What follows belongs to an exercise in optimizing a design on an open flow for small area, a short achievable clock period and few clock cycles; a production flow would make more cautious choices.
At most, simulation tests tie the RTL to the original design; equivalence was not proved.
Only the layout flow was run in run 1; the RTL was not checked for function there.
Power is estimated from default activity; no workload was simulated.

==> flow/config.mk <==
export PLATFORM = sky130hd
export DESIGN_NAME = adder
export DESIGN_NICKNAME = adder
export VERILOG_FILES = /design/flow/design.v
export SDC_FILE = /design/flow/constraint.sdc
export NUM_CORES = 4
export LEC_CHECK = 0
export ABC_AREA = 1
export CAP_MARGIN = 20
export CORE_MARGIN = 2
export CORE_UTILIZATION = 40
export CTS_BUF_LIST = sky130_fd_sc_hd__clkbuf_4 sky130_fd_sc_hd__clkbuf_8
export SLEW_MARGIN = 20
==> flow/flow/run.sh <==
#!/bin/bash
# Standard layout, with the I/O port buffers made from a plain buffer cell
# instead of the delay cell the resizer picks by default.
export BUFFER_PORTS_ARGS="-buffer_cell sky130_fd_sc_hd__buf_1"
bash standard.sh > standard.log 2>&1
==> flow/standard.sh <==
#!/bin/bash
# synth_recipe.tcl (not shown) runs the flow's synth.tcl, then flattens the netlist and writes it again
# the make line also repeats each setting of config.mk as NAME=value (left out here)
make -C /OpenROAD-flow-scripts/flow DESIGN_CONFIG=/design/flow/config.mk WORK_HOME=/design/flow/orfs CLKGATE_MAP_FILE= SYNTH_SCRIPT=/design/flow/synth_recipe.tcl "${@:-finish}"
==> flow/constraint.sdc <==
create_clock -name core_clock -period 4.0 [get_ports {clk}]
set_input_delay 0.8000 -clock core_clock [delete_from_list [all_inputs] [get_ports {clk}]]
set_output_delay 0.8000 -clock core_clock [all_outputs]
set_load 0.01 [all_outputs]
==> flow/design.v <==
module adder(
    input clk,
    input reset,
    input [31:0] a,
    input [31:0] b,
    input available,
    input [4:0] exception_f,
    output [31:0] sum,
    output done
    );
    wire [7:0] ae = a[30:23];
    wire [7:0] be = b[30:23];
    wire [7:0] ep = ~(ae ^ be);
    wire [7:0] eg = ae & ~be;
    wire eg0 = eg[1] | (ep[1] & eg[0]);
    wire ep0 = ep[1] & ep[0];
    wire eg1 = eg[2] | (ep[2] & eg[1]);
    wire ep1 = ep[2] & ep[1];
    wire eg2 = eg[3] | (ep[3] & eg[2]);
    wire ep2 = ep[3] & ep[2];
    wire eg3 = eg[4] | (ep[4] & eg[3]);
    wire ep3 = ep[4] & ep[3];
    wire eg4 = eg[5] | (ep[5] & eg[4]);
    wire ep4 = ep[5] & ep[4];
    wire eg5 = eg[6] | (ep[6] & eg[5]);
    wire ep5 = ep[6] & ep[5];
    wire eg6 = eg[7] | (ep[7] & eg[6]);
    wire ep6 = ep[7] & ep[6];
    wire eg7 = eg1 | (ep1 & eg[0]);
    wire ep7 = ep1 & ep[0];
    wire eg8 = eg2 | (ep2 & eg0);
    wire ep8 = ep2 & ep0;
    wire eg9 = eg3 | (ep3 & eg1);
    wire ep9 = ep3 & ep1;
    wire eg10 = eg4 | (ep4 & eg2);
    wire ep10 = ep4 & ep2;
    wire eg11 = eg5 | (ep5 & eg3);
    wire ep11 = ep5 & ep3;
    wire eg12 = eg6 | (ep6 & eg4);
    wire ep12 = ep6 & ep4;
    wire eg13 = eg9 | (ep9 & eg[0]);
    wire ep13 = ep9 & ep[0];
    wire eg14 = eg10 | (ep10 & eg0);
    wire ep14 = ep10 & ep0;
    wire eg15 = eg11 | (ep11 & eg7);
    wire ep15 = ep11 & ep7;
    wire eg16 = eg12 | (ep12 & eg8);
    wire ep16 = ep12 & ep8;
    wire co = eg16;
    wire [7:0] d;
    assign d[0] = ~ep[0];
    assign d[1] = co ? (ep[1] ^ (eg[0] | ep[0])) : ~(ep[1] ^ eg[0]);
    assign d[2] = co ? (ep[2] ^ (eg0 | ep0)) : ~(ep[2] ^ eg0);
    assign d[3] = co ? (ep[3] ^ (eg7 | ep7)) : ~(ep[3] ^ eg7);
    assign d[4] = co ? (ep[4] ^ (eg8 | ep8)) : ~(ep[4] ^ eg8);
    assign d[5] = co ? (ep[5] ^ (eg13 | ep13)) : ~(ep[5] ^ eg13);
    assign d[6] = co ? (ep[6] ^ (eg14 | ep14)) : ~(ep[6] ^ eg14);
    assign d[7] = co ? (ep[7] ^ (eg15 | ep15)) : ~(ep[7] ^ eg15);
    wire swap = ~co;
    wire [22:0] ma = swap ? b[22:0] : a[22:0];
    wire [22:0] mb = swap ? a[22:0] : b[22:0];
    wire big = (|d[7:5]) | (d[4] & d[3]) | (d[4] & d[2] & d[1] & d[0]);
    wire [23:0] sh = big ? 24'd0 : ({1'b1, mb} >> d[4:0]);
    reg swap_r;
    reg [23:0] sh_r;    
    reg [22:0] p;
    reg [22:0] g;
    always @(posedge clk) begin
       swap_r <= swap;
       p <= ma ^ sh[22:0];
       g <= ma & sh[22:0];
       sh_r[23] <= sh[23];
    end
    wire [7:0] ea = swap_r ? be : ae;
    wire z = sh_r[23];
    wire mg17 = g[1] | (p[1] & g[0]);
    wire mg18 = g[2] | (p[2] & g[1]);
    wire mp18 = p[2] & p[1];
    wire mg19 = g[3] | (p[3] & g[2]);
    wire mp19 = p[3] & p[2];
    wire mg20 = g[4] | (p[4] & g[3]);
    wire mp20 = p[4] & p[3];
    wire mg21 = g[5] | (p[5] & g[4]);
    wire mp21 = p[5] & p[4];
    wire mg22 = g[6] | (p[6] & g[5]);
    wire mp22 = p[6] & p[5];
    wire mg23 = g[7] | (p[7] & g[6]);
    wire mp23 = p[7] & p[6];
    wire mg24 = g[8] | (p[8] & g[7]);
    wire mp24 = p[8] & p[7];
    wire mg25 = g[9] | (p[9] & g[8]);
    wire mp25 = p[9] & p[8];
    wire mg26 = g[10] | (p[10] & g[9]);
    wire mp26 = p[10] & p[9];
    wire mg27 = g[11] | (p[11] & g[10]);
    wire mp27 = p[11] & p[10];
    wire mg28 = g[12] | (p[12] & g[11]);
    wire mp28 = p[12] & p[11];
    wire mg29 = g[13] | (p[13] & g[12]);
    wire mp29 = p[13] & p[12];
    wire mg30 = g[14] | (p[14] & g[13]);
    wire mp30 = p[14] & p[13];
    wire mg31 = g[15] | (p[15] & g[14]);
    wire mp31 = p[15] & p[14];
    wire mg32 = g[16] | (p[16] & g[15]);
    wire mp32 = p[16] & p[15];
    wire mg33 = g[17] | (p[17] & g[16]);
    wire mp33 = p[17] & p[16];
    wire mg34 = g[18] | (p[18] & g[17]);
    wire mp34 = p[18] & p[17];
    wire mg35 = g[19] | (p[19] & g[18]);
    wire mp35 = p[19] & p[18];
    wire mg36 = g[20] | (p[20] & g[19]);
    wire mp36 = p[20] & p[19];
    wire mg37 = g[21] | (p[21] & g[20]);
    wire mp37 = p[21] & p[20];
    wire mg38 = g[22] | (p[22] & g[21]);
    wire mp38 = p[22] & p[21];
    wire mg39 = mg18 | (mp18 & g[0]);
    wire mg40 = mg19 | (mp19 & mg17);
    wire mg41 = mg20 | (mp20 & mg18);
    wire mp41 = mp20 & mp18;
    wire mg42 = mg21 | (mp21 & mg19);
    wire mp42 = mp21 & mp19;
    wire mg43 = mg22 | (mp22 & mg20);
    wire mp43 = mp22 & mp20;
    wire mg44 = mg23 | (mp23 & mg21);
    wire mp44 = mp23 & mp21;
    wire mg45 = mg24 | (mp24 & mg22);
    wire mp45 = mp24 & mp22;
    wire mg46 = mg25 | (mp25 & mg23);
    wire mp46 = mp25 & mp23;
    wire mg47 = mg26 | (mp26 & mg24);
    wire mp47 = mp26 & mp24;
    wire mg48 = mg27 | (mp27 & mg25);
    wire mp48 = mp27 & mp25;
    wire mg49 = mg28 | (mp28 & mg26);
    wire mp49 = mp28 & mp26;
    wire mg50 = mg29 | (mp29 & mg27);
    wire mp50 = mp29 & mp27;
    wire mg51 = mg30 | (mp30 & mg28);
    wire mp51 = mp30 & mp28;
    wire mg52 = mg31 | (mp31 & mg29);
    wire mp52 = mp31 & mp29;
    wire mg53 = mg32 | (mp32 & mg30);
    wire mp53 = mp32 & mp30;
    wire mg54 = mg33 | (mp33 & mg31);
    wire mp54 = mp33 & mp31;
    wire mg55 = mg34 | (mp34 & mg32);
    wire mp55 = mp34 & mp32;
    wire mg56 = mg35 | (mp35 & mg33);
    wire mp56 = mp35 & mp33;
    wire mg57 = mg36 | (mp36 & mg34);
    wire mp57 = mp36 & mp34;
    wire mg58 = mg37 | (mp37 & mg35);
    wire mp58 = mp37 & mp35;
    wire mg59 = mg38 | (mp38 & mg36);
    wire mp59 = mp38 & mp36;
    wire mg60 = mg41 | (mp41 & g[0]);
    wire mg61 = mg42 | (mp42 & mg17);
    wire mg62 = mg43 | (mp43 & mg39);
    wire mg63 = mg44 | (mp44 & mg40);
    wire mg64 = mg45 | (mp45 & mg41);
    wire mp64 = mp45 & mp41;
    wire mg65 = mg46 | (mp46 & mg42);
    wire mp65 = mp46 & mp42;
    wire mg66 = mg47 | (mp47 & mg43);
    wire mp66 = mp47 & mp43;
    wire mg67 = mg48 | (mp48 & mg44);
    wire mp67 = mp48 & mp44;
    wire mg68 = mg49 | (mp49 & mg45);
    wire mp68 = mp49 & mp45;
    wire mg69 = mg50 | (mp50 & mg46);
    wire mp69 = mp50 & mp46;
    wire mg70 = mg51 | (mp51 & mg47);
    wire mp70 = mp51 & mp47;
    wire mg71 = mg52 | (mp52 & mg48);
    wire mp71 = mp52 & mp48;
    wire mg72 = mg53 | (mp53 & mg49);
    wire mp72 = mp53 & mp49;
    wire mg73 = mg54 | (mp54 & mg50);
    wire mp73 = mp54 & mp50;
    wire mg74 = mg55 | (mp55 & mg51);
    wire mp74 = mp55 & mp51;
    wire mg75 = mg56 | (mp56 & mg52);
    wire mp75 = mp56 & mp52;
    wire mg76 = mg57 | (mp57 & mg53);
    wire mp76 = mp57 & mp53;
    wire mg77 = mg58 | (mp58 & mg54);
    wire mp77 = mp58 & mp54;
    wire mg78 = mg59 | (mp59 & mg55);
    wire mp78 = mp59 & mp55;
    wire mg79 = mg64 | (mp64 & g[0]);
    wire mg80 = mg65 | (mp65 & mg17);
    wire mg81 = mg66 | (mp66 & mg39);
    wire mg82 = mg67 | (mp67 & mg40);
    wire mg83 = mg68 | (mp68 & mg60);
    wire mg84 = mg69 | (mp69 & mg61);
    wire mg85 = mg70 | (mp70 & mg62);
    wire mg86 = mg71 | (mp71 & mg63);
    wire mg87 = mg72 | (mp72 & mg64);
    wire mp87 = mp72 & mp64;
    wire mg88 = mg73 | (mp73 & mg65);
    wire mp88 = mp73 & mp65;
    wire mg89 = mg74 | (mp74 & mg66);
    wire mp89 = mp74 & mp66;
    wire mg90 = mg75 | (mp75 & mg67);
    wire mp90 = mp75 & mp67;
    wire mg91 = mg76 | (mp76 & mg68);
    wire mp91 = mp76 & mp68;
    wire mg92 = mg77 | (mp77 & mg69);
    wire mp92 = mp77 & mp69;
    wire mg93 = mg78 | (mp78 & mg70);
    wire mp93 = mp78 & mp70;
    wire mg94 = mg87 | (mp87 & g[0]);
    wire mg95 = mg88 | (mp88 & mg17);
    wire mg96 = mg89 | (mp89 & mg39);
    wire mg97 = mg90 | (mp90 & mg40);
    wire mg98 = mg91 | (mp91 & mg60);
    wire mg99 = mg92 | (mp92 & mg61);
    wire mg100 = mg93 | (mp93 & mg62);
    wire [23:0] t;
    assign t[0] = p[0];
    assign t[1] = p[1] ^ g[0];
    assign t[2] = p[2] ^ mg17;
    assign t[3] = p[3] ^ mg39;
    assign t[4] = p[4] ^ mg40;
    assign t[5] = p[5] ^ mg60;
    assign t[6] = p[6] ^ mg61;
    assign t[7] = p[7] ^ mg62;
    assign t[8] = p[8] ^ mg63;
    assign t[9] = p[9] ^ mg79;
    assign t[10] = p[10] ^ mg80;
    assign t[11] = p[11] ^ mg81;
    assign t[12] = p[12] ^ mg82;
    assign t[13] = p[13] ^ mg83;
    assign t[14] = p[14] ^ mg84;
    assign t[15] = p[15] ^ mg85;
    assign t[16] = p[16] ^ mg86;
    assign t[17] = p[17] ^ mg94;
    assign t[18] = p[18] ^ mg95;
    assign t[19] = p[19] ^ mg96;
    assign t[20] = p[20] ^ mg97;
    assign t[21] = p[21] ^ mg98;
    assign t[22] = p[22] ^ mg99;
    assign t[23] = mg100;
    wire c = t[23];
    wire norm = z | c;
    assign sum = norm ? {a[31], ea + 8'd1, z & c, t[22:1]} : {a[31], ea, t[22:0]};
    reg done_reg;
    always @(posedge clk or posedge reset) begin
       if (reset) done_reg <= 1'b0;
       else done_reg <= available;
    end
    assign done = done_reg;
endmodule
==> key figures, run 1 <==
Status
  – Status: no timing/DRC/antenna violations

Global routing
  – First-pass GRT wire length: between 20 and 30 mm
  – GR Util All Layers: between 20% and 30%
  – Overflow after GRT: 0
  – Antenna violations before repair: 0
  – Pin count of the biggest net entering global routing: 57
  – Number of global-route vias before repair: 5,488

Clock network
  – Hold_buf cts: 0
  – TritonCTS Buffers: 5
  – Clk pin slew, worst setup/hold paths: around 80 ps
  – CTS sink cnt: 49
  – Longest Clk Path Bufs: 2
  – # Post-CTS Setup Buffers: 0
  – Resize count post-CTS: 0
  – CTS tree: yes
  – # H-tree levels: 2
  – CTS Root Cell: clkbuf_8

Placement
  – DP Cell Count: about 1,200
  – DP Wirelength: about 13 mm
  – Pre-CTS setup slack: between 200 and 250 ps
  – Port Buf Inserts: 96
  – Final Wtd Congestion: 0.878

Floorplanning
  – Die area: between 0.01 and 0.015 mm2
  – I/O pins: approximately 110
  – Initial Util: approximately two fifths
  – Die Height: between 100 and 150 um
  – Core footprint: about 0.013 mm2
  – Die W: ~120 um
  – FP Rows: 42

Layout
  – Post-layout util: 45.6%
  – Seq. cell area: 986 um2
  – Commonest non-fill, non-tap cell in the layout: nand2_1
  – Area grow syn2layout: 10.5%
  – # fillers: 1,526
  – Final nets: 1,131
  – Share of cells above drive strength 1: 4.88%
  – Non-filler instance count after layout: approximately 1,200
  – Antenna Cells: 0
  – Multi-input logic area: slightly below 0.004 mm2
  – Largest registers: g x23, p x23
  – Most frequent cells in the layout: nand2_1, nand3_1, buf_1, inv_1, nor2_1

Logic synthesis
  – Post-Syn Area: approximately 0.0055 mm2
  – Post-synthesis cell type count: 37
  – Synth warn: 1
  – EDFF count, synth: 0
  – Post-synth ARST share: between 2 and 2.5%
  – Syn Inst Count: roughly 950
  – Register area share after synthesis: 18.0%
  – Mean Syn Cell Area: between 5 and 6 um2
  – Dominant synthesized flop cell: dfxtp_1
  – Synthesized Nets: between 1,000 and 1,500
  – Yosys reg bits: about 50

Setup path
  – Crit Path Max Fanout: 28
  – CP endpoint kind: flip-flop
  – Family with the most delay on the worst path: simple AND/OR/NAND/NOR gates
  – Most common cell on crit path: nand2_1
  – Critical Path Source Type: primary input
  – Worst Path Arrival: 3670 ps
  – Crit-path cells: buf_1 -> inv_1 -> ha_1 -> inv_1 -> fa_1 -> inv_1 -> nand3_1 -> nand2_1 -> nand2_2 -> nand2_4 -> inv_2 -> nand2_1 -> nand2_2 -> inv_2 -> nand4_1 -> nand2_1 -> nand2_1 -> a21oi_1 -> ha_1
  – Worst path bufs/invs: 6
  – Setup CP Type: in -> reg
  – Required @ worst endpoint: roughly 4200 ps
  – Slowest cell on crit path: fa_1
  – Critical Path Max Stage Delay: roughly 430 ps

Routing
  – Vias: 6,181
  – Iter 0 DRT Violations: between 400 and 500
  – Remaining DRCs: 0
  – DR vias/cell: 5.15
  – Antenna Nets Post-Route: 0
  – Drt pass-1 iters: 5
  – Post-DR wirelength/cell: roughly 13 um
  – WL final: between 15 and 20 mm

STA
  – Achievable Freq: 0.287 GHz
  – Final period utilization: 87.2%
  – Final setup fails: 0
  – Fin crit period: between 3000 and 4000 ps
  – Worst Slack Setup Final: 512 ps
  – Slew @ Worst Pin: ~720 ps
  – Number of slew-limit violations in the final report: 0
  – Hold Vio Cnt, Final: 0
  – RSZ-0062 raised after global routing: no
  – Setup TNS: 0 ps
  – Relative slew margins: 52.0%

Power and ir drop
  – Pwr/cell area: about 350 mW/mm2
  – Static Leak: just over 3 nW
  – Worst VDD drop: 0.177 mV

Flow run
  – MaxCap Viol Count: 0

Worst hold path
  – Min-delay worst type: in -> async
==> Yosys cell counts, types with 2 or more instances <==
library cell  count  area (um2)
o21ai_1           8        40.0
nand2_1         294        1100
buf_6             3        33.8
xor2_1           16         140
inv_1            75         282
buf_2            17        85.1
nor2_1           63         236
nor4_1            2        12.5
o21bai_1          2        15.0
clkbuf_1          9        33.8
inv_2             8        30.0
nor2_4            4        45.0
o21ai_0          54         270
buf_4             6        45.0
a31oi_1           8        50.1
nand2_4           2        22.5
xnor2_1          10        87.6
ha_1             34         425
or2_2            10        62.6
nand4_1          12        75.1
dfxtp_1          48         961
nand3b_1         11        82.6
a21oi_1          37         185
nand2_2           4        25.0
nor3_1            3        15.0
buf_1             4        15.0
nand3_1         188         941
and3_1            4        25.0
a21o_1            4        30.0
==> cell type report <==
cell class              instances  area share, %
repair buffers                108           7.64
well taps                     176           3.63
inverters                      83           5.14
flip-flops and latches         49           16.3
clock inverters                 2          0.578
multi-input cells             777           65.6
clock buffers                   5           1.14
==> per-stage QoR <==
stage / hold slack (ps) / power, mW / cell area [um2]
finish: 302 / 2.11 / 6060
detailed placement: 614 / 1.78 / 5960
global route: 309 / 2.31 / 6060
global placement: 606 / 1.78 / 5960
floorplan: 529 / 1.47 / 5490
CTS: 298 / 2.11 / 6060
==> layer usage <==
metal | part of all wire [%] | vias up | track usage, % | wire [um]
met5 | 0 | - | 0 | 0
met4 | 0.95 | 0 | 4.14 | 151
met3 | 5.4 | 10 | 1.36 | 859
met2 | 42 | 179 | 33.8 | 6600
met1 | 52 | 2706 | 33.6 | 8200
li1 | - | 3286 | - | -
==> how the worst max path moves through the flow <==
stage / end / cells past startpoint / slack [ps] / from
after floorplan: p[14]$_DFF_P_ / 18 / 900 / b[23]
after global routing: p[6]$_DFF_P_ / 21 / 190 / b[23]
final: p[5]$_DFF_P_ / 19 / 510 / b[23]
after detailed placement: p[5]$_DFF_P_ / 19 / 210 / b[23]
after global placement: p[5]$_DFF_P_ / 19 / 210 / b[23]
after CTS: p[5]$_DFF_P_ / 19 / 500 / b[23]
==> logic make-up after synthesis <==
group	count (synthesis)	share of synthesized area (%)
buffers and inverters	122	9.56
XOR/XNOR	26	4.15
adder cells (fa/ha/maj)	35	8.12
AO/OA/AOI/OAI	119	12.0
flip-flops	49	18.0
AND/OR/NAND/NOR	597	48.2
==> where the power goes <==
| part | switching [mW] | internal (mW) |
|---|---|---|
| Combinational | 0.781 | 0.390 |
| Clock | 0.143 | 0.182 |
| Sequential | 0.0700 | 0.542 |
==> run 2, diff against run 1 <==
--- a/flow/design.v
+++ b/flow/design.v
@@ -63,14 +63,14 @@
     wire [23:0] sh = big ? 24'd0 : ({1'b1, mb} >> d[4:0]);
     reg swap_r;
     reg [23:0] sh_r;    
-    reg [22:0] p;
-    reg [22:0] g;
+    reg [22:0] ma_r;
     always @(posedge clk) begin
        swap_r <= swap;
-       p <= ma ^ sh[22:0];
-       g <= ma & sh[22:0];
-       sh_r[23] <= sh[23];
+       ma_r <= ma;
+       sh_r <= sh;
     end
+    wire [22:0] p = ma_r ^ sh_r[22:0];
+    wire [22:0] g = ma_r & sh_r[22:0];
     wire [7:0] ea = swap_r ? be : ae;
     wire z = sh_r[23];
     wire mg17 = g[1] | (p[1] & g[0]);
==> flow/flow/run.sh (replaced) <==
#!/bin/bash
# Standard layout with two changes:
#  - the I/O port buffers are a plain buffer cell instead of the delay cell
#    the resizer picks by default;
#  - synthesis is standard.sh's, except that ABC maps the logic with
#    flow/abc.script (registers are untouched by ABC).
set -e
export BUFFER_PORTS_ARGS="-buffer_cell sky130_fd_sc_hd__buf_1"
export FLOW_ABC_SCRIPT=$PWD/flow/abc.script
sed "s#SYNTH_SCRIPT=[^ ]*#SYNTH_SCRIPT=$PWD/flow/synth_wrap.tcl#" standard.sh > own_synth.sh
bash own_synth.sh synth > synth.log 2>&1
bash standard.sh > standard.log 2>&1
==> flow/flow/abc.script (new file) <==
strash
dch
amap
topo
stime -c
buffer -c
upsize -c
dnsize -c
==> flow/flow/synth_wrap.tcl (new file) <==
# synth_recipe.tcl with one change: ABC maps with the script named by
# FLOW_ABC_SCRIPT (flow/abc.script) instead of the flow default.
proc synth {args} { yosys synth -nofsm -noshare {*}$args }
# run ABC with the script named by FLOW_ABC_SCRIPT instead of the flow's own
proc abc {args} {
  set i [lsearch -exact $args -script]
  if {$i >= 0 && [info exists ::env(FLOW_ABC_SCRIPT)]} {
    set args [lreplace $args [expr {$i + 1}] [expr {$i + 1}] $::env(FLOW_ABC_SCRIPT)]
  }
  yosys abc {*}$args
}
source $::env(SCRIPTS_DIR)/synth.tcl
# left out here: clear keep_hierarchy, flatten, clean up, hide names made inside functions, write 1_2_yosys.v
--- a/flow/config.mk
+++ b/flow/config.mk
@@ -5,7 +5,6 @@
 export SDC_FILE = /design/flow/constraint.sdc
 export NUM_CORES = 4
 export LEC_CHECK = 0
-export ABC_AREA = 1
 export CAP_MARGIN = 20
 export CORE_MARGIN = 2
 export CORE_UTILIZATION = 40
==> run 2 against run 1 <==
Against the previous run:
- highest routed layer unchanged
- largest power group unchanged
- synthesized cell count shrank 40%
- non-clock buffer count increased by 56
- setup slack lost 470 ps
- die area is 22% lower
- worst hold slack got worse by 20 ps
- sequential share of layout area rose by 1.2 points
- largest cell class unchanged
==> key figures, run 2 <==
Status
  – Status: no timing/DRC/antenna violations (unchanged)

Floorplanning
  – Die area: 0.0114 mm2 (was 0.0147 mm2)
  – Die W: 107 um (was 121 um)
  – Die Height: 107 um (was 121 um)
  – FP Rows: 37 (was 42)
  – I/O pins: 105 (unchanged)
  – Initial Util: 41.1% (was 41.3%)
  – Core footprint: 0.0103 mm2 (was 0.0133 mm2)

Layout
  – Top reg by flops: sh_r
  – Final Cell Area: 0.00569 mm2 (was 0.00606 mm2)
  – Final nets: 807 (was 1,131)
  – Largest registers: sh_r x24, ma_r x23 (was g x23, p x23)
  – Most frequent cells in the layout: buf_1, o22ai_1, nor2_1, buf_4, nand2_1 (was nand2_1, nand3_1, buf_1, inv_1, nor2_1)
  – Antenna Cells: 0 (unchanged)
  – Max reg flops: 24
  – Post-layout util: 55.4% (was 45.6%)
  – Share of cells above drive strength 1: 24.8% (was 4.88%)
  – Commonest non-fill, non-tap cell in the layout: buf_1 (was nand2_1)
  – Area grow syn2layout: 34.9% (was 10.5%)
  – # fillers: 997 (was 1,526)

Logic synthesis
  – Dominant synthesized flop cell: dfxtp_1 (unchanged)
  – Top-area cell type share of the netlist area: 22.8% (was 20.1%)
  – EDFF count, synth: 0 (unchanged)
  – Yosys reg bits: 49 (unchanged)
  – Synth warn: 1 (unchanged)
  – Commonest cells in the synthesized netlist: o22ai_1, nor2_1, nand2_1 (was nand2_1, nand3_1, inv_1)
  – Post-Syn Area: 0.00422 mm2 (was 0.00549 mm2)
  – Most common cell in the netlist: o22ai_1 (was nand2_1)
  – Syn Inst Count: 567 (was 948)
  – Post-synth ARST share: 2.04% (unchanged)
  – Top post-synthesis cells by area: dfxtp_1, o22ai_1, ha_1 (was nand2_1, dfxtp_1, nand3_1)
  – Synthesized Nets: 674 (was 1,055)
  – Mean Syn Cell Area: 7.44 um2 (was 5.79 um2)
  – Post-synthesis cell type count: 50 (was 37)
  – Yosys top cell by area: dfxtp_1 (was nand2_1)
  – Register area share after synthesis: 23.4% (was 18.0%)

Clock network
  – Clk pin slew, worst setup/hold paths: 90 ps (was 80 ps)
  – Longest Clk Path Bufs: 2 (unchanged)
  – CTS Root Cell: clkbuf_8 (unchanged)
  – # H-tree levels: 2 (unchanged)
  – CTS sink cnt: 49 (unchanged)
  – TritonCTS Buffers: 5 (unchanged)
  – CTS tree: yes (unchanged)

Flow run
  – MaxCap Viol Count: 0 (unchanged)

Routing
  – Post-DR wirelength/cell: 16.7 um (was 13.2 um)
  – Remaining DRCs: 0 (unchanged)
  – Drt pass-1 iters: 5 (unchanged)
  – Vias: 4,877 (was 6,181)
  – WL final: 14.0 mm (was 15.8 mm)
  – DR vias/cell: 5.83 (was 5.15)
  – Antenna Nets Post-Route: 0 (unchanged)
  – Iter 0 DRT Violations: 410 (was 427)

Global routing
  – Pin count of the biggest net entering global routing: 32 (was 57)
  – Antenna violations before repair: 0 (unchanged)
  – GR Util All Layers: 23.4% (was 21.9%)
  – Overflow after GRT: 0 (unchanged)
  – Number of global-route vias before repair: 4,485 (was 5,488)
  – First-pass GRT wire length: 21.4 mm (was 26.5 mm)

STA
  – Achievable Freq: 0.253 GHz (was 0.287 GHz)
  – Number of slew-limit violations in the final report: 0 (unchanged)
  – Slew @ Worst Pin: 512 ps (was 718 ps)
  – Final setup fails: 0 (unchanged)
  – RSZ-0062 raised after global routing: yes (was no)
  – Final period utilization: 98.9% (was 87.2%)
  – Fin Hold WS: 282 ps (was 302 ps)
  – Relative slew margins: 65.8% (was 52.0%)
  – Setup TNS: 0 ps (unchanged)
  – Hold Vio Cnt, Final: 0 (unchanged)
  – Fin crit period: 3960 ps (was 3490 ps)

Placement
  – Final Wtd Congestion: 0.969 (was 0.878)
  – DP Wirelength: 10.4 mm (was 12.9 mm)
  – Port Buf Inserts: 96 (unchanged)
  – Cell Area, Placed: 0.00500 mm2 (was 0.00596 mm2)

Worst hold path
  – Min-delay worst type: in -> async (unchanged)

Setup path
  – Critical Path Source Type: flip-flop (was primary input)
  – Required @ worst endpoint: 3200 ps (was 4180 ps)
  – Crit Path Max Fanout: 4 (was 28)
  – CP endpoint kind: primary output (was flip-flop)
  – Setup CP Type: reg -> out (was in -> reg)
  – Worst Path Arrival: 3160 ps (was 3670 ps)

Power and ir drop
  – Pwr/cell area: 374 mW/mm2 (was 348 mW/mm2)
  – Worst VDD drop: 0.211 mV (was 0.177 mV)
  – Static Leak: 2.34 nW (was 3.02 nW)
-- run 2: cell count changes after synthesis, moves of 11 or more --
cell / before / now
xor2_1: 16 / 0
o22a_1: 0 / 33
o22ai_1: 0 / 73
nand2_1: 294 / 54
a22o_1: 0 / 22
buf_2: 17 / 1
clkbuf_1: 9 / 30
o21ai_0: 54 / 28
inv_1: 75 / 39
nand3b_1: 11 / 0
nand3_1: 188 / 1
-- run 2: logic make-up after synthesis --
group | Yosys count | synth area share, %
buffers and inverters | 82 | 7.65
XOR/XNOR | 3 | 0.623
AO/OA/AOI/OAI | 260 | 44.0
flip-flops | 49 | 23.4
adder cells (fa/ha/maj) | 35 | 10.7
AND/OR/NAND/NOR | 138 | 13.6
-- run 2: worst max-delay path, stage by stage, from the launching register on --
cell	delay (ps)
dfxtp_1	310
ha_1	300
inv_1	110
o31ai_4	290
inv_2	80
o31ai_4	220
a21oi_2	100
nor3_2	150
nor2_2	80
o31ai_4	250
nor2_4	90
or4_4	440
nor3_2	140
xnor2_1	130
buf_2	150
-- run 2: power breakdown --
part	switching, mW	leakage, nW	internal [mW]
clock	0.166	0.0408	0.130
sequential	0.0251	0.410	0.540
combinational	0.729	1.89	0.538
total	0.920	2.34	1.21
-- run 2: layout make-up --
cell class	count	area, um2	area share [%]
multi-input combinational	436	3190	56.1
sequential	49	992	17.4
clock buffer	6	76.3	1.34
inverter	44	180	3.16
clock inverter	2	15.0	0.264
tap	136	170	2.99
timing repair buffer	164	1070	18.7
-- run 2: worst max-delay path by stage --
stage	start	endpoint	slack, ps	depth (start not counted)
floorplan	b[23]	sh_r[5]$_SDFF_PP0_	90	16
global placement	sh_r[2]$_SDFF_PP0_	sum[30]	-30	17
detailed placement	b[23]	sh_r[23]$_SDFF_PP0_	-60	19
CTS	ma_r[2]$_DFF_P_	sum[30]	-150	17
global route	sh_r[4]$_SDFF_PP0_	sum[29]	-130	14
finish	sh_r[4]$_SDFF_PP0_	sum[29]	40	14
-- run 2: routing by layer --
layer | global-route usage [%] | wire length (um) | part of all wire, %
met1 | 28.8 | 5850 | 42
met5 | 0 | 0 | 0
met4 | 6.22 | 292 | 2.1
met2 | 43.5 | 7250 | 52
met3 | 1.95 | 558 | 4.0
-- run 2: per-stage QoR --
step	std cells	power (mW)	setup slack (ps)
final	837	2.13	44.9
after global routing	837	2.27	-129
after CTS	831	2.06	-146
after detailed placement	806	1.70	-59.4
after global placement	806	1.69	-28.1
after floorplan	567	1.34	87.2
-- run 2: timing repair --
action | in CTS | in global routing
cloned | 2 | 2
gates resized for setup | 53 | 60
endpoints found under the setup margin | 31 | 36
buffers inserted | 15 | 6
hold buffers | 0 | 0
pin swaps | 15 | 14
endpoints found under the hold margin | 0 | 0
Testbench counts of run 2, summed over its fixed seeds: cycles 6,392.
==> run 3, diff against run 2 <==
==> flow/flow/abc.script (replaced) <==
strash
dch -f
map -a
topo
stime -c
buffer -c
upsize -c
dnsize -c
==> run 3 against run 2 <==
Against the previous run:
- cell count increased by 18%
- synthesized area increased by 8.9%
- first-iteration DRC count decreased by 40%
- flip-flop and latch count unchanged
- clock-buffer cell count unchanged
- largest power group unchanged
- non-clock buffer count decreased by 27
- largest cell class unchanged
==> key figures, run 3 <==
Logic synthesis
  – Post-synth ARST share: 2.04% (unchanged)
  – Top post-synthesis cells by area: dfxtp_1, nand2_1, o21ai_0 (was dfxtp_1, o22ai_1, ha_1)
  – Synthesized Nets: 838 (was 674)
  – EDFF count, synth: 0 (unchanged)
  – Synth warn: 1 (unchanged)
  – Register area share after synthesis: 21.5% (was 23.4%)
  – Dominant synthesized flop cell: dfxtp_1 (unchanged)
  – Mean Syn Cell Area: 6.29 um2 (was 7.44 um2)
  – Yosys top cell by area: dfxtp_1 (unchanged)
  – Syn Inst Count: 731 (was 567)
  – Post-synthesis cell type count: 44 (was 50)
  – Post-Syn Area: 0.00459 mm2 (was 0.00422 mm2)
  – Commonest cells in the synthesized netlist: nand2_1, o21ai_0, a21oi_1 (was o22ai_1, nor2_1, nand2_1)
  – Yosys reg bits: 49 (unchanged)
  – Most common cell in the netlist: nand2_1 (was o22ai_1)
  – Top-area cell type share of the netlist area: 20.9% (was 22.8%)

Setup path
  – Setup CP Type: reg -> out (unchanged)
  – Crit Path Max Fanout: 3 (was 4)
  – Required @ worst endpoint: 3200 ps (about the same)
  – CP endpoint kind: primary output (unchanged)
  – Critical Path Source Type: flip-flop (unchanged)
  – Worst Path Arrival: 3030 ps (was 3160 ps)

STA
  – Hold Vio Cnt, Final: 0 (unchanged)
  – Number of slew-limit violations in the final report: 0 (unchanged)
  – Final setup fails: 0 (unchanged)
  – Relative slew margins: 65.7% (was 65.8%)
  – RSZ-0062 raised after global routing: yes (unchanged)
  – Achievable Freq: 0.261 GHz (was 0.253 GHz)
  – Final period utilization: 95.7% (was 98.9%)
  – Worst Slack Setup Final: 173 ps (was 44.9 ps)
  – Slew @ Worst Pin: 511 ps (was 512 ps)
  – Fin crit period: 3830 ps (was 3960 ps)

Global routing
  – Antenna violations before repair: 0 (unchanged)
  – First-pass GRT wire length: 20.7 mm (was 21.4 mm)
  – GR Util All Layers: 19.8% (was 23.4%)
  – Number of global-route vias before repair: 4,458 (was 4,485)
  – Overflow after GRT: 0 (unchanged)
  – Pin count of the biggest net entering global routing: 30 (was 32)

Layout
  – Final nets: 948 (was 807)
  – Non-filler instance count after layout: 985 (was 837)
  – Antenna Cells: 0 (unchanged)
  – Most frequent cells in the layout: nand2_1, o21ai_0, buf_1, a21oi_1, nor2_1 (was buf_1, o22ai_1, nor2_1, buf_4, nand2_1)
  – Commonest non-fill, non-tap cell in the layout: nand2_1 (was buf_1)
  – Largest registers: sh_r x24, ma_r x23 (unchanged)
  – Top reg by flops: sh_r (unchanged)
  – Multi-input logic area: 0.00325 mm2 (was 0.00319 mm2)
  – Max reg flops: 24 (unchanged)
  – # fillers: 1,244 (was 997)
  – Area grow syn2layout: 20.6% (was 34.9%)
  – Post-layout util: 48.9% (was 55.4%)
  – Share of cells above drive strength 1: 9.86% (was 24.8%)
  – Seq. cell area: 986 um2 (was 992 um2)

Routing
  – Post-DR wirelength/cell: 13.0 um (was 16.7 um)
  – Antenna Nets Post-Route: 0 (unchanged)
  – Remaining DRCs: 0 (unchanged)
  – DR vias/cell: 4.99 (was 5.83)
  – Vias: 4,916 (was 4,877)
  – WL final: 12.8 mm (was 14.0 mm)
  – Iter 0 DRT Violations: 245 (was 410)
  – Drt pass-1 iters: 4 (was 5)

Clock network
  – Hold_buf cts: 0 (unchanged)
  – TritonCTS Buffers: 5 (unchanged)
  – CTS Root Cell: clkbuf_8 (unchanged)
  – # H-tree levels: 2 (unchanged)
  – CTS tree: yes (unchanged)
  – CTS sink cnt: 49 (unchanged)
  – Clk pin slew, worst setup/hold paths: 90 ps (about the same)
  – Longest Clk Path Bufs: 2 (unchanged)

Placement
  – DP Cell Count: 969 (was 806)
  – Port Buf Inserts: 96 (unchanged)
  – Final Wtd Congestion: 0.889 (was 0.969)
  – DP Wirelength: 10.8 mm (was 10.4 mm)
  – Pre-CTS setup slack: -84.4 ps (was -59.4 ps)

Floorplanning
  – Initial Util: 40.6% (was 41.1%)
  – Die area: 0.0124 mm2 (was 0.0114 mm2)
  – Die Height: 111 um (was 107 um)
  – Die W: 111 um (was 107 um)
  – FP Rows: 39 (was 37)
  – I/O pins: 105 (unchanged)
  – Core footprint: 0.0113 mm2 (was 0.0103 mm2)

Power and ir drop
  – Worst VDD drop: 0.170 mV (was 0.211 mV)
  – Static Leak: 2.62 nW (was 2.34 nW)
  – Pwr/cell area: 383 mW/mm2 (was 374 mW/mm2)

Flow run
  – MaxCap Viol Count: 0 (unchanged)

Worst hold path
  – Min-delay worst type: in -> async (unchanged)

Status
  – Status: no timing/DRC/antenna violations (unchanged)
-- run 3: cell type report --
class                      count  area share, %
multi-input combinational    569           58.7
timing repair buffer         137           13.3
tap                          143           3.23
clock inverter                 2          0.248
clock buffer                   6           1.38
sequential                    49           17.8
inverter                      79           5.42
-- run 3: timing repair --
action | 4_1_cts | 5_1_grt
gates resized for setup | 3 | 22
pin swaps | 0 | 3
buffers inserted | 0 | 8
setup endpoints to repair | 23 | 42
-- run 3: critical path, cell delays in order (launching register included) --
cell and delay (ps):
dfxtp_1 320, ha_1 230, fa_1 430, nand3_1 90, and2_1 180, o31ai_2 90
nand3_1 80, nand2_1 100, a21oi_1 290, nor3_1 80, nor2_1 180, nor3_1 70
nor2_1 130, xor2_1 220, mux2i_1 110, buf_1 140
-- run 3: layer usage --
metal	global-route usage, %	vias to the layer above	routed length, um
met1	27.1	2198	6230
met4	4.12	0	106
li1	-	2631	-
met3	1.20	8	366
met5	0	-	0
met2	34.3	79	6080
-- run 3: worst max path at each step --
| stage | from | to | slack [ps] | cells past startpoint |
|---|---|---|---|---|
| 3_5_place_dp | b[23] | sh_r[4]$_SDFF_PP0_ | -80 | 20 |
| 4_1_cts | sh_r[2]$_SDFF_PP0_ | sum[29] | 20 | 15 |
| 2_1_floorplan | b[23] | sh_r[6]$_SDFF_PP0_ | 470 | 18 |
| 3_3_place_gp | b[23] | sh_r[6]$_SDFF_PP0_ | 30 | 20 |
| 6_report | sh_r[0]$_SDFF_PP0_ | sum[20] | 170 | 15 |
| 5_1_grt | sh_r[2]$_SDFF_PP0_ | sum[7] | -70 | 15 |
-- run 3: cell families (layout without fill, tap and decap cells) --
kind of cell	after synthesis	count (layout)	synth area share, %
compound gates	217	217	25.4
xor+xnor	32	32	6.10
flops	49	49	21.5
simple gates	272	272	24.6
mux	13	13	2.83
buf+inv	113	224	9.80
fa+ha+maj	35	35	9.86
-- run 3: stage by stage --
stage	hold WS [ps]	instance area (um2)	power [mW]	TNS (ps)
2_1_floorplan	529	4590	1.42	0
3_3_place_gp	607	5280	1.80	0
3_5_place_dp	609	5280	1.81	-528
4_1_cts	282	5380	2.11	0
5_1_grt	281	5540	2.32	-391
6_report	289	5540	2.12	0
-- run 3: power by group --
group / leakage, nW / switching [mW] / internal (mW) / total (mW)
combinational: 2.16 / 0.797 / 0.473 / 1.27
clock: 0.0490 / 0.151 / 0.131 / 0.282
sequential: 0.408 / 0.0260 / 0.544 / 0.570
==> run 4, diff against run 3 <==
--- a/flow/design.v
+++ b/flow/design.v
@@ -12,21 +12,21 @@
     wire [7:0] be = b[30:23];
     wire [7:0] ep = ~(ae ^ be);
     wire [7:0] eg = ae & ~be;
-    wire eg0 = eg[1] | (ep[1] & eg[0]);
+    wire eg0 = eg[1] | ((ep[1] & ae[0]) & ~be[0]);
     wire ep0 = ep[1] & ep[0];
-    wire eg1 = eg[2] | (ep[2] & eg[1]);
+    wire eg1 = eg[2] | ((ep[2] & ae[1]) & ~be[1]);
     wire ep1 = ep[2] & ep[1];
-    wire eg2 = eg[3] | (ep[3] & eg[2]);
+    wire eg2 = eg[3] | ((ep[3] & ae[2]) & ~be[2]);
     wire ep2 = ep[3] & ep[2];
-    wire eg3 = eg[4] | (ep[4] & eg[3]);
+    wire eg3 = eg[4] | ((ep[4] & ae[3]) & ~be[3]);
     wire ep3 = ep[4] & ep[3];
-    wire eg4 = eg[5] | (ep[5] & eg[4]);
+    wire eg4 = eg[5] | ((ep[5] & ae[4]) & ~be[4]);
     wire ep4 = ep[5] & ep[4];
-    wire eg5 = eg[6] | (ep[6] & eg[5]);
+    wire eg5 = eg[6] | ((ep[6] & ae[5]) & ~be[5]);
     wire ep5 = ep[6] & ep[5];
-    wire eg6 = eg[7] | (ep[7] & eg[6]);
+    wire eg6 = eg[7] | ((ep[7] & ae[6]) & ~be[6]);
     wire ep6 = ep[7] & ep[6];
-    wire eg7 = eg1 | (ep1 & eg[0]);
+    wire eg7 = eg1 | ((ep1 & ae[0]) & ~be[0]);
     wire ep7 = ep1 & ep[0];
     wire eg8 = eg2 | (ep2 & eg0);
     wire ep8 = ep2 & ep0;
@@ -38,7 +38,7 @@
     wire ep11 = ep5 & ep3;
     wire eg12 = eg6 | (ep6 & eg4);
     wire ep12 = ep6 & ep4;
-    wire eg13 = eg9 | (ep9 & eg[0]);
+    wire eg13 = eg9 | ((ep9 & ae[0]) & ~be[0]);
     wire ep13 = ep9 & ep[0];
     wire eg14 = eg10 | (ep10 & eg0);
     wire ep14 = ep10 & ep0;
@@ -63,14 +63,14 @@
     wire [23:0] sh = big ? 24'd0 : ({1'b1, mb} >> d[4:0]);
     reg swap_r;
     reg [23:0] sh_r;    
-    reg [22:0] ma_r;
+    reg [22:0] p;
+    reg [22:0] g;
     always @(posedge clk) begin
        swap_r <= swap;
-       ma_r <= ma;
-       sh_r <= sh;
+       p <= ma ^ sh[22:0];
+       g <= ma & sh[22:0];
+       sh_r[23] <= sh[23];
     end
-    wire [22:0] p = ma_r ^ sh_r[22:0];
-    wire [22:0] g = ma_r & sh_r[22:0];
     wire [7:0] ea = swap_r ? be : ae;
     wire z = sh_r[23];
     wire mg17 = g[1] | (p[1] & g[0]);
==> flow/flow/abc.script (replaced) <==
&get -n
&st
&dch
&nf -R 1000
&put
buffer -c
topo
stime -c
upsize -c
dnsize -c
==> run 4 against run 3 <==
Against the previous run:
- setup slack got worse by 120 ps
- clock power is 5% higher
- synthesized cell count decreased by 25%
- first-iteration DRC count shrank 25%
- non-clock buffer count is 62 higher
- clock-buffer cell count increased by 1
- sequential power rose by about 10%
- wire length grew 2.0%
- cell area grew 15%
- power is 13% higher
- critical path depth did not move
- critical endpoint is now sum[17]
- largest cell class unchanged
- highest routed layer unchanged
==> key figures, run 4 <==
Power and ir drop
  – Static Leak: 2.73 nW (was 2.62 nW)
  – Pwr/cell area: 376 mW/mm2 (was 383 mW/mm2)
  – Overall Power: 2.39 mW (was 2.12 mW)
  – Worst VDD drop: 0.186 mV (was 0.170 mV)

Setup path
  – Crit path from: p[6]$_DFF_P_ (was sh_r[0]$_SDFF_PP0_)
  – Crit Path Max Fanout: 16 (was 3)
  – Setup CP Type: reg -> out (unchanged)
  – Slowest cell on crit path: dfxtp_1 (was fa_1)
  – Critical Path Max Stage Delay: 350 ps (was 430 ps)
  – Worst Path Arrival: 3150 ps (was 3030 ps)
  – Crit-path cells: a21oi_2 -> nor2_1 -> a211oi_2 -> o31ai_4 -> nand3_2 -> a21oi_2 -> a21oi_2 -> nor2_1 -> a211oi_2 -> o31ai_2 -> or2_4 -> buf_12 -> clkbuf_16 -> o21ai_0 -> buf_1 (was ha_1 -> fa_1 -> nand3_1 -> and2_1 -> o31ai_2 -> nand3_1 -> nand2_1 -> a21oi_1 -> nor3_1 -> nor2_1 -> nor3_1 -> nor2_1 -> xor2_1 -> mux2i_1 -> buf_1)
  – Critical Path Source Type: flip-flop (unchanged)
  – Required @ worst endpoint: 3200 ps (about the same)
  – Most common cell on crit path: a21oi_2
  – CP endpoint kind: primary output (unchanged)

Logic synthesis
  – Largest family of logic cells by synthesized area: multiplexers (was compound AO/OA/AOI/OAI gates)
  – Top-area cell type share of the netlist area: 21.3% (was 20.9%)
  – Synthesized Nets: 656 (was 838)
  – Proportion of synthesized area in mux cells: 23.8% (was 2.83%)
  – Post-synth ARST share: 2.04% (unchanged)
  – Post-synthesis cell type count: 47 (was 44)
  – Dominant synthesized flop cell: dfxtp_1 (unchanged)
  – Yosys reg bits: 49 (unchanged)
  – Syn Inst Count: 550 (was 731)
  – Post-Synth Adder-Cell Area: 9.44% (was 9.86%)
  – Register area share after synthesis: 21.9% (was 21.5%)
  – Most common cell in the netlist: nand2_1 (unchanged)
  – EDFF count, synth: 0 (unchanged)
  – Synth Area in Compound Gates: 17.2% (was 25.4%)
  – Top post-synthesis cells by area: dfxtp_1, mux2i_1, ha_1 (was dfxtp_1, nand2_1, o21ai_0)
  – Mean Syn Cell Area: 8.19 um2 (was 6.29 um2)
  – Post-Synth XOR/XNOR Area: 8.00% (was 6.10%)
  – Commonest cells in the synthesized netlist: nand2_1, mux2i_1, nor2_1 (was nand2_1, o21ai_0, a21oi_1)
  – Synth warn: 1 (unchanged)
  – Yosys top cell by area: dfxtp_1 (unchanged)
  – Post-synthesis simple-gate area fraction: 15.2% (was 24.6%)
  – Post-Syn Area: 0.00451 mm2 (was 0.00459 mm2)

Layout
  – Largest registers: g x23, p x23 (was sh_r x24, ma_r x23)
  – Multi-input logic area: 0.00372 mm2 (was 0.00325 mm2)
  – Commonest non-fill, non-tap cell in the layout: buf_1 (was nand2_1)
  – Most frequent cells in the layout: buf_1, buf_4, nand2_1, nor2_1, mux2i_1 (was nand2_1, o21ai_0, buf_1, a21oi_1, nor2_1)
  – Area grow syn2layout: 41.3% (was 20.6%)
  – Final nets: 831 (was 948)
  – Seq. cell area: 988 um2 (was 986 um2)
  – Share of cells above drive strength 1: 31.0% (was 9.86%)
  – Non-filler instance count after layout: 866 (was 985)
  – Final Cell Area: 0.00637 mm2 (was 0.00554 mm2)
  – Antenna Cells: 0 (unchanged)
  – Post-layout util: 58.2% (was 48.9%)
  – # fillers: 1,007 (was 1,244)

Clock network
  – Hold_buf cts: 0 (unchanged)
  – Longest Clk Path Bufs: 2 (unchanged)
  – TritonCTS Buffers: 5 (unchanged)
  – CTS tree: yes (unchanged)
  – # H-tree levels: 2 (unchanged)
  – CTS sink cnt: 49 (unchanged)
  – Clk pin slew, worst setup/hold paths: 80 ps (was 90 ps)
  – CTS Root Cell: clkbuf_8 (unchanged)

Routing
  – Post-DR wirelength/cell: 15.0 um (was 13.0 um)
  – Vias: 4,542 (was 4,916)
  – Remaining DRCs: 0 (unchanged)
  – DR vias/cell: 5.24 (was 4.99)
  – Antenna Nets Post-Route: 0 (unchanged)
  – WL final: 13.0 mm (was 12.8 mm)
  – Iter 0 DRT Violations: 183 (was 245)
  – Drt pass-1 iters: 5 (was 4)

Global routing
  – Pin count of the biggest net entering global routing: 37 (was 30)
  – GR Util All Layers: 19.5% (was 19.8%)
  – Number of global-route vias before repair: 4,206 (was 4,458)
  – Overflow after GRT: 0 (unchanged)
  – First-pass GRT wire length: 18.8 mm (was 20.7 mm)
  – Antenna violations before repair: 0 (unchanged)

STA
  – Final period utilization: 98.8% (was 95.7%)
  – Slew @ Worst Pin: 479 ps (was 511 ps)
  – Setup TNS: 0 ps (unchanged)
  – Fin Hold WS: 288 ps (was 289 ps)
  – Relative slew margins: 68.0% (was 65.7%)
  – Final setup fails: 0 (unchanged)
  – Achievable Freq: 0.253 GHz (was 0.261 GHz)
  – Worst Slack Setup Final: 48.4 ps (was 173 ps)
  – Hold Vio Cnt, Final: 0 (unchanged)
  – Fin crit period: 3950 ps (was 3830 ps)
  – Number of slew-limit violations in the final report: 0 (unchanged)

Floorplanning
  – Die W: 110 um (was 111 um)
  – FP Rows: 38 (was 39)
  – I/O pins: 105 (unchanged)
  – Die area: 0.0121 mm2 (was 0.0124 mm2)
  – Die Height: 110 um (was 111 um)
  – Core footprint: 0.0109 mm2 (was 0.0113 mm2)
  – Initial Util: 41.2% (was 40.6%)

Placement
  – DP Cell Count: 840 (was 969)
  – Port Buf Inserts: 96 (unchanged)
  – Cell Area, Placed: 0.00558 mm2 (was 0.00528 mm2)
  – Pre-CTS setup slack: -293 ps (was -84.4 ps)
  – DP Wirelength: 9.84 mm (was 10.8 mm)
  – Final Wtd Congestion: 0.942 (was 0.889)

Status
  – Status: no timing/DRC/antenna violations (unchanged)

Worst hold path
  – Min-delay worst type: in -> async (unchanged)

Flow run
  – MaxCap Viol Count: 0 (unchanged)
-- run 4: cell types whose count changed in the layout (fill, tap and decap cells not counted), sizes merged, moves of 40 or more --
cell / previous run / this run
nand2: 156 / 77
o21ai: 105 / 32
inv: 79 / 11
mux2i: 13 / 70
buf: 134 / 185
a21oi: 86 / 46
-- run 4: logic make-up (layout without fill, tap and decap cells) --
family                   after synthesis  after routing
buffers and inverters                 42            218
AO/OA/AOI/OAI                        123            123
multiplexers                         103            103
flip-flops                            49             49
adder cells (fa/ha/maj)               34             34
AND/OR/NAND/NOR                      160            160
XOR/XNOR                              39             39
-- run 4: what timing repair did --
item | in CTS | in global routing
gates cloned | 0 | 5
setup buffers | 0 | 13
endpoints found under the setup margin | 31 | 66
pin swaps | 3 | 17
gates resized for setup | 9 | 95
-- run 4: path summary, 6_finish.rpt --
kind / slack (ps) / cells after the start / end
max in group asynchronous: 3620 / 2 / done_reg$_DFF_PP0_
worst max-delay path: 50 / 15 / sum[17]
worst min-delay path: 290 / 2 / done_reg$_DFF_PP0_
min in group core_clock: 590 / 1 / done_reg$_DFF_PP0_
-- run 4: layout make-up --
type                    count  area share [%]
repair buffers            199            21.1
clock buffers               7            1.32
multi-input cells         459            58.5
well taps                 140            2.75
inverters                  11           0.649
clock inverters             1           0.118
flip-flops and latches     49            15.5
-- run 4: power breakdown --
part | total, mW | switching, mW | leakage [nW] | internal [mW]
logic | 1.47 | 0.766 | 2.27 | 0.702
registers | 0.628 | 0.0758 | 0.408 | 0.552
clock network | 0.296 | 0.158 | 0.0453 | 0.137
total | 2.39 | 1.00 | 2.73 | 1.39
-- run 4: critical path, delay by kind of cell (launching register included) --
family | cells | cell delay [ps]
buffers and inverters | 3 | 500
flip-flops | 1 | 350
AO/OA/AOI/OAI | 8 | 1430
AND/OR/NAND/NOR | 4 | 550
-- run 4: layer usage --
layer	part of all wire, %	routed length [um]	vias to the layer above	GRT usage, %
li1	-	-	2323	-
met1	44	5770	2106	23.3
met2	50	6550	95	36.9
met3	3.4	447	18	2.29
met4	2.0	267	0	4.46
met5	0	0	-	0
Testbench counts of run 4, summed over its fixed seeds: cycles 6,392.
==> run 5, diff against run 4 <==
==> flow/flow/run.sh (replaced) <==
#!/bin/bash
# Standard layout, with the I/O port buffers made from a plain buffer cell
# instead of the delay cell the resizer picks by default.
export BUFFER_PORTS_ARGS="-buffer_cell sky130_fd_sc_hd__buf_1"
bash standard.sh > standard.log 2>&1
--- a/flow/config.mk
+++ b/flow/config.mk
@@ -5,8 +5,10 @@
 export SDC_FILE = /design/flow/constraint.sdc
 export NUM_CORES = 4
 export LEC_CHECK = 0
+export ABC_AREA = 1
 export CAP_MARGIN = 20
 export CORE_MARGIN = 2
 export CORE_UTILIZATION = 40
 export CTS_BUF_LIST = sky130_fd_sc_hd__clkbuf_4 sky130_fd_sc_hd__clkbuf_8
+export SETUP_SLACK_MARGIN = 0.75
 export SLEW_MARGIN = 20
removed: flow/flow/abc.script
removed: flow/flow/synth_wrap.tcl
==> run 5 against run 4 <==
Against the previous run:
- via count rose by 36%
- synthesized cell count rose by 71%
- largest cell class unchanged
- power rose by 0.57%
- worst hold slack improved by 9.6 ps
- clock-buffer cell count fell by 1
==> key figures, run 5 <==
Global routing
  – Pin count of the biggest net entering global routing: 58 (was 37)
  – GR Util met3: 0.802% (was 2.29%)
  – First-pass GRT wire length: 25.7 mm (was 18.8 mm)
  – Overflow after GRT: 0 (unchanged)
  – Antenna violations before repair: 0 (unchanged)
  – GRT met1 Usage: 31.9% (was 23.3%)
  – Routing usage on met2: 34.3% (was 36.9%)
  – Layer with the highest usage: met2 (unchanged)
  – GR Util All Layers: 21.5% (was 19.5%)
  – Number of global-route vias before repair: 5,344 (was 4,206)

STA
  – RSZ-0062 raised after global routing: no
  – Final setup fails: 0 (unchanged)
  – Fin crit period: 3120 ps (was 3950 ps)
  – Final period utilization: 77.9% (was 98.8%)
  – Setup TNS: 0 ps (unchanged)
  – Achievable Freq: 0.321 GHz (was 0.253 GHz)
  – Slew @ Worst Pin: 661 ps (was 479 ps)
  – Number of slew-limit violations in the final report: 0 (unchanged)
  – Hold Vio Cnt, Final: 0 (unchanged)
  – Relative slew margins: 55.5% (was 68.0%)

Power and ir drop
  – Clk pwr share: 11.7% (was 12.4%)
  – Gate power share: 61.2% (was 61.4%)
  – Sw Ratio: 49.4% (was 41.8%)
  – Static Leak: 3.21 nW (was 2.73 nW)
  – Sequential power share: 27.2% (was 26.3%)
  – Pwr/cell area: 372 mW/mm2 (was 376 mW/mm2)
  – Int Pwr: 1.22 mW (was 1.39 mW)
  – Worst VDD drop: 0.157 mV (was 0.186 mV)
  – Sw power: 1.19 mW (was 1.00 mW)

Status
  – Status: no timing/DRC/antenna violations (unchanged)

Clock network
  – Clk pin slew, worst setup/hold paths: 80 ps (about the same)
  – CTS tree: yes (unchanged)
  – Hold_buf cts: 0 (unchanged)
  – CTS sink cnt: 49 (unchanged)
  – Longest Clk Path Bufs: 2 (unchanged)
  – TritonCTS Buffers: 5 (unchanged)
  – CTS Root Cell: clkbuf_8 (unchanged)
  – # H-tree levels: 2 (unchanged)

Logic synthesis
  – Most common cell in the netlist: nand2_1 (unchanged)
  – Post-synthesis cell type count: 43 (was 47)
  – Register area share after synthesis: 18.1% (was 21.9%)
  – Top-area cell type share of the netlist area: 20.6% (was 21.3%)
  – Top post-synthesis cells by area: nand2_1, dfxtp_1, nand3_1 (was dfxtp_1, mux2i_1, ha_1)
  – Largest family of logic cells by synthesized area: simple AND/OR/NAND/NOR gates (was multiplexers)
  – Yosys top cell by area: nand2_1 (was dfxtp_1)
  – Post-synthesis simple-gate area fraction: 47.5% (was 15.2%)
  – Proportion of synthesized area in mux cells: 0% (was 23.8%)
  – EDFF count, synth: 0 (unchanged)
  – Mean Syn Cell Area: 5.80 um2 (was 8.19 um2)
  – Post-Syn Area: 0.00546 mm2 (was 0.00451 mm2)
  – Synth Area in Compound Gates: 11.9% (was 17.2%)
  – Yosys reg bits: 49 (unchanged)
  – Commonest cells in the synthesized netlist: nand2_1, nand3_1, inv_1 (was nand2_1, mux2i_1, nor2_1)
  – Post-Synth Adder-Cell Area: 7.80% (was 9.44%)
  – Dominant synthesized flop cell: dfxtp_1 (unchanged)
  – Post-synth ARST share: 2.04% (unchanged)
  – Post-Synth XOR/XNOR Area: 4.84% (was 8.00%)
  – Synthesized Nets: 1,047 (was 656)
  – Synth warn: 1 (unchanged)
  – Syn Inst Count: 941 (was 550)

Floorplanning
  – FP Rows: 42 (was 38)
  – Die W: 121 um (was 110 um)
  – Die Height: 121 um (was 110 um)
  – Initial Util: 41.0% (was 41.2%)
  – Die area: 0.0146 mm2 (was 0.0121 mm2)
  – I/O pins: 105 (unchanged)
  – Core footprint: 0.0133 mm2 (was 0.0109 mm2)

Routing
  – Post-DR wirelength/cell: 13.6 um (was 15.0 um)
  – Vias: 6,172 (was 4,542)
  – DR vias/cell: 5.09 (was 5.24)
  – Iter 0 DRT Violations: 404 (was 183)
  – WL final: 16.5 mm (was 13.0 mm)
  – Drt pass-1 iters: 5 (unchanged)
  – Remaining DRCs: 0 (unchanged)
  – Antenna Nets Post-Route: 0 (unchanged)

Layout
  – # fillers: 1,451 (was 1,007)
  – Non-filler instance count after layout: 1,212 (was 866)
  – Antenna Cells: 0 (unchanged)
  – Commonest non-fill, non-tap cell in the layout: nand2_1 (was buf_1)
  – Share of cells above drive strength 1: 9.27% (was 31.0%)
  – Seq. cell area: 988 um2 (unchanged)
  – Multi-input logic area: 0.00413 mm2 (was 0.00372 mm2)
  – Final nets: 1,141 (was 831)
  – Area grow syn2layout: 18.4% (was 41.3%)
  – Most frequent cells in the layout: nand2_1, nand3_1, buf_1, inv_1, nor2_1 (was buf_1, buf_4, nand2_1, nor2_1, mux2i_1)
  – Largest registers: g x23, p x23 (unchanged)

Placement
  – DP Cell Count: 1,188 (was 840)
  – Port Buf Inserts: 96 (unchanged)
  – DP Wirelength: 12.7 mm (was 9.84 mm)
  – Final Wtd Congestion: 0.938 (was 0.942)

Setup path
  – Worst Path Arrival: 3300 ps (was 3150 ps)
  – Crit path from: b[26] (was p[6]$_DFF_P_)
  – Required @ worst endpoint: 4190 ps (was 3200 ps)
  – Crit Path Max Fanout: 13 (was 16)
  – CP endpoint kind: flip-flop (was primary output)
  – Setup CP Type: in -> reg (was reg -> out)
  – Critical Path Source Type: primary input (was flip-flop)
  – Setup crit end: p[1]$_DFF_P_ (was sum[17])

Worst hold path
  – Min-delay worst type: in -> async (unchanged)

Flow run
  – MaxCap Viol Count: 0 (unchanged)
==> run 5: worst min-delay path by stage <==
stage                from                 end  slack [ps]  depth (start not counted)
finish              reset  done_reg$_DFF_PP0_         300                          2
global route        reset  done_reg$_DFF_PP0_         310                          2
CTS                 reset  done_reg$_DFF_PP0_         290                          2
detailed placement  reset  done_reg$_DFF_PP0_         610                          2
global placement    reset  done_reg$_DFF_PP0_         610                          2
floorplan           reset  done_reg$_DFF_PP0_         530                          1
==> run 5: per-layer routing <==
layer | vias up | share of wire, %
li1 | 3295 | -
met3 | 19 | 4.0
met2 | 143 | 44
met4 | 0 | 1.7
met1 | 2715 | 50
met5 | - | 0
==> run 5: power groups by stage <==
stage	clock (mW)	sequential (mW)	combinational, mW
2_1_floorplan	0	0.630	1.00
6_report	0.281	0.653	1.47
3_3_place_gp	0	0.661	1.32
4_1_cts	0.290	0.649	1.36
5_1_grt	0.309	0.663	1.65
3_5_place_dp	0	0.660	1.33
==> run 5: logic make-up after synthesis <==
family / count (synthesis)
AND/OR/NAND/NOR: 587
buffers and inverters: 131
AO/OA/AOI/OAI: 112
flip-flops: 49
adder cells (fa/ha/maj): 34
XOR/XNOR: 28
==> run 5: stage by stage <==
stage               hold slack (ps)  util, %  power, mW  area [um2]  setup WS, ps
floorplan                       529        -       1.63        5460           951
global placement                606     44.8       1.98        5960           335
detailed placement              613     44.8       1.99        5960           323
CTS                             288     46.0       2.30        6120           750
global route                    307     48.6       2.62        6460           714
finish                          297     48.6       2.41        6460           882
==> run 5: cell type report <==
cell class                 instances  share of cell area [%]
sequential                        49                    15.3
clock inverter                     2                   0.232
multi-input combinational        765                    64.0
tap                              176                    3.41
clock buffer                       6                    1.18
inverter                          93                    5.75
timing repair buffer             121                    10.1
==> run 5: worst max-delay path, stage by stage <==
cell	delay, ps
buf_1	80
inv_1	70
ha_2	310
nand2_1	80
nor2_1	50
nor2_2	170
nand2_4	90
nand2_4	150
nand2_4	120
o21ai_4	400
nand3_1	190
nand3_1	150
nand3_1	130
nand2_1	90
nand2_1	60
nor2_1	110
ha_1	230
==> run 5: repair_timing <==
action | in CTS | in global routing
buffers inserted | 2 | 8
gates cloned | 1 | 5
pin swaps | 2 | 6
endpoints found under the setup margin | 38 | 65
resized for setup | 11 | 54
==> run 6, diff against run 5 <==
--- a/flow/config.mk
+++ b/flow/config.mk
@@ -10,5 +10,5 @@
 export CORE_MARGIN = 2
 export CORE_UTILIZATION = 40
 export CTS_BUF_LIST = sky130_fd_sc_hd__clkbuf_4 sky130_fd_sc_hd__clkbuf_8
-export SETUP_SLACK_MARGIN = 0.75
+export SETUP_SLACK_MARGIN = 1.0
 export SLEW_MARGIN = 20
==> run 6 against run 5 <==
Against the previous run:
- still clean on timing, DRC and antenna
- sequential share of layout area down 1.7 points
- wire length rose by 9.3%
- clock power up 5%
- flip-flop and latch count is the same
- clock-buffer cell count is the same
- synthesized cell count did not move
- first-iteration DRC count is 9.2% lower
- combinational power grew 22%
- power is 15% higher
- cell count increased by 2.9%
- sequential power rose by 3.5%
- critical path type unchanged
==> key figures, run 6 <==
Global routing
  – Pin count of the biggest net entering global routing: 35 (was 58)
  – Overflow after GRT: 0 (unchanged)
  – Antenna violations before repair: 0 (unchanged)
  – GR Util All Layers: 23.8% (was 21.5%)
  – First-pass GRT wire length: 28.4 mm (was 25.7 mm)

Placement
  – Pre-CTS setup slack: 228 ps (was 323 ps)
  – DP Wirelength: 12.9 mm (was 12.7 mm)
  – Port Buf Inserts: 96 (unchanged)
  – DP Cell Count: 1,187 (was 1,188)
  – Final Wtd Congestion: 0.936 (was 0.938)

Logic synthesis
  – Yosys top cell by area: nand2_1 (unchanged)
  – Top post-synthesis cells by area: nand2_1, dfxtp_1, nand3_1 (unchanged)
  – Commonest cells in the synthesized netlist: nand2_1, nand3_1, inv_1 (unchanged)
  – Dominant synthesized flop cell: dfxtp_1 (unchanged)
  – Register area share after synthesis: 18.1% (unchanged)
  – Synth warn: 1 (unchanged)
  – Post-synthesis cell type count: 43 (unchanged)
  – Syn Inst Count: 941 (unchanged)
  – Yosys reg bits: 49 (unchanged)
  – Post-synth ARST share: 2.04% (unchanged)
  – Mean Syn Cell Area: 5.80 um2 (unchanged)
  – Most common cell in the netlist: nand2_1 (unchanged)
  – Post-Syn Area: 0.00546 mm2 (unchanged)

Routing
  – DR vias/cell: 5.21 (was 5.09)
  – Vias: 6,492 (was 6,172)
  – Drt pass-1 iters: 7 (was 5)
  – WL final: 18.0 mm (was 16.5 mm)

Power and ir drop
  – Pwr/cell area: 366 mW/mm2 (was 372 mW/mm2)
  – Static Leak: 3.68 nW (was 3.21 nW)
  – Worst VDD drop: 0.163 mV (was 0.157 mV)

Clock network
  – # H-tree levels: 2 (unchanged)
  – CTS Root Cell: clkbuf_8 (unchanged)
  – Longest Clk Path Bufs: 2 (unchanged)
  – TritonCTS Buffers: 5 (unchanged)
  – Hold_buf cts: 0 (unchanged)

Floorplanning
  – FP Rows: 42 (unchanged)
  – Die W: 121 um (unchanged)
  – Die area: 0.0146 mm2 (unchanged)
  – Initial Util: 41.0% (unchanged)
  – Die Height: 121 um (unchanged)
  – I/O pins: 105 (unchanged)

Layout
  – Seq. cell area: 0.00102 mm2 (was 988 um2)
  – Post-layout util: 56.8% (was 48.6%)
  – Non-filler instance count after layout: 1,247 (was 1,212)
  – Antenna Cells: 0 (unchanged)
  – Area grow syn2layout: 38.4% (was 18.4%)
  – Final Cell Area: 0.00755 mm2 (was 0.00646 mm2)
  – Commonest non-fill, non-tap cell in the layout: nand2_1 (unchanged)
  – Final nets: 1,176 (was 1,141)
  – Most frequent cells in the layout: nand2_1, nand3_1, inv_1, buf_1, buf_4 (was nand2_1, nand3_1, buf_1, inv_1, nor2_1)

Setup path
  – Family with the most delay on the worst path: simple AND/OR/NAND/NOR gates (unchanged)
  – Most common cell on crit path: nand2_8
  – Required @ worst endpoint: 4180 ps (was 4190 ps)
  – Slowest cell on crit path: ha_4 (was o21ai_4)
  – Critical Path Source Type: primary input (unchanged)
  – Crit-path cells: buf_1 -> inv_2 -> ha_4 -> buf_4 -> nand2_2 -> nor2_4 -> nand2_8 -> nand2_8 -> inv_4 -> o21ai_4 -> xor2_4 -> clkinv_4 -> nor2_8 -> and3_1 -> ha_1 (was buf_1 -> inv_1 -> ha_2 -> nand2_1 -> nor2_1 -> nor2_2 -> nand2_4 -> nand2_4 -> nand2_4 -> o21ai_4 -> nand3_1 -> nand3_1 -> nand3_1 -> nand2_1 -> nand2_1 -> nor2_1 -> ha_1)
  – CP endpoint kind: flip-flop (unchanged)
  – Critical Path Max Stage Delay: 280 ps (was 400 ps)
  – Setup CP Type: in -> reg (unchanged)

STA
  – Final period utilization: 75.3% (was 77.9%)
  – Worst Slack Setup Final: 987 ps (was 882 ps)
  – Final setup fails: 0 (unchanged)
  – Hold Vio Cnt, Final: 0 (unchanged)
  – Setup TNS: 0 ps (unchanged)
  – Slew @ Worst Pin: 540 ps (was 661 ps)
  – Number of slew-limit violations in the final report: 0 (unchanged)
  – Relative slew margins: 63.6% (was 55.5%)
  – Fin crit period: 3010 ps (was 3120 ps)

Status
  – Status: no timing/DRC/antenna violations (unchanged)

Worst hold path
  – Min-delay worst type: in -> async (unchanged)

Flow run
  – MaxCap Viol Count: 0 (unchanged)
## run 6: cell types whose count changed in the layout (fill, tap and decap cells not counted), moves of 18 or more
cell / before / now
buf_1: 95 / 62
buf_4: 15 / 39
nand2_1: 297 / 264
nand2_2: 5 / 31
nand3_1: 184 / 166
## run 6: cell type report
class                           instances  area share (%)
Sequential cell                        49            13.6
Clock inverter                          2           0.232
Inverter                               93            5.02
Multi-Input combinational cell        764            62.3
Timing Repair Buffer                  157            14.8
Tap cell                              176            2.92
Clock buffer                            6            1.09
## run 6: per-layer routing
layer  vias to the layer above  global-route usage [%]  part of all wire [%]
met4                         0                    5.23                   2.2
met1                      2928                    34.1                    47
met3                        25                   0.991                   3.5
met5                         -                       0                     0
met2                       173                    39.4                    47
li1                       3366                       -                     -
## run 6: worst max-delay path by stage
stage / start / endpoint / depth (start not counted)
after floorplan: b[25] / p[4]$_DFF_P_ / 19
after global placement: b[26] / p[1]$_DFF_P_ / 17
after detailed placement: b[26] / p[1]$_DFF_P_ / 17
after CTS: p[8]$_DFF_P_ / sum[30] / 11
after global routing: b[28] / p[9]$_DFF_P_ / 16
final: b[28] / p[12]$_DFF_P_ / 15
## run 6: kinds of logic after synthesis
| family | synth area share [%] |
|---|---|
| adder cells (fa/ha/maj) | 7.80 |
| buffers and inverters | 9.95 |
| AND/OR/NAND/NOR | 47.5 |
| AO/OA/AOI/OAI | 11.9 |
| flip-flops | 18.1 |
| XOR/XNOR | 4.84 |
## run 6: power breakdown
part	leakage (nW)	switching, mW	internal [mW]
registers	0.412	0.103	0.573
clock network	0.0518	0.153	0.143
logic	3.21	1.08	0.708
## run 6: per-stage QoR
step | hold slack (ps) | total power, mW
floorplan | 529 | 1.63
global placement | 606 | 1.98
detailed placement | 621 | 1.98
CTS | 295 | 2.48
global route | 311 | 2.99
finish | 303 | 2.76
## run 6: timing repair
| item | 4_1_cts | 5_1_grt |
|---|---|---|
| gates resized for setup | 90 | 216 |
| gates cloned | 6 | 3 |
| setup buffers | 16 | 27 |
| pin swaps | 13 | 59 |
| setup endpoints to repair | 78 | 76 |

Check on run 6: ideal ports give 0.987 ns setup slack; a clkbuf_16 on the clock port and buf_2 on the inputs give 0.989 ns; moving port delays by the midpoint clock arrival (0.316 ns) as well gives 0.674 ns.
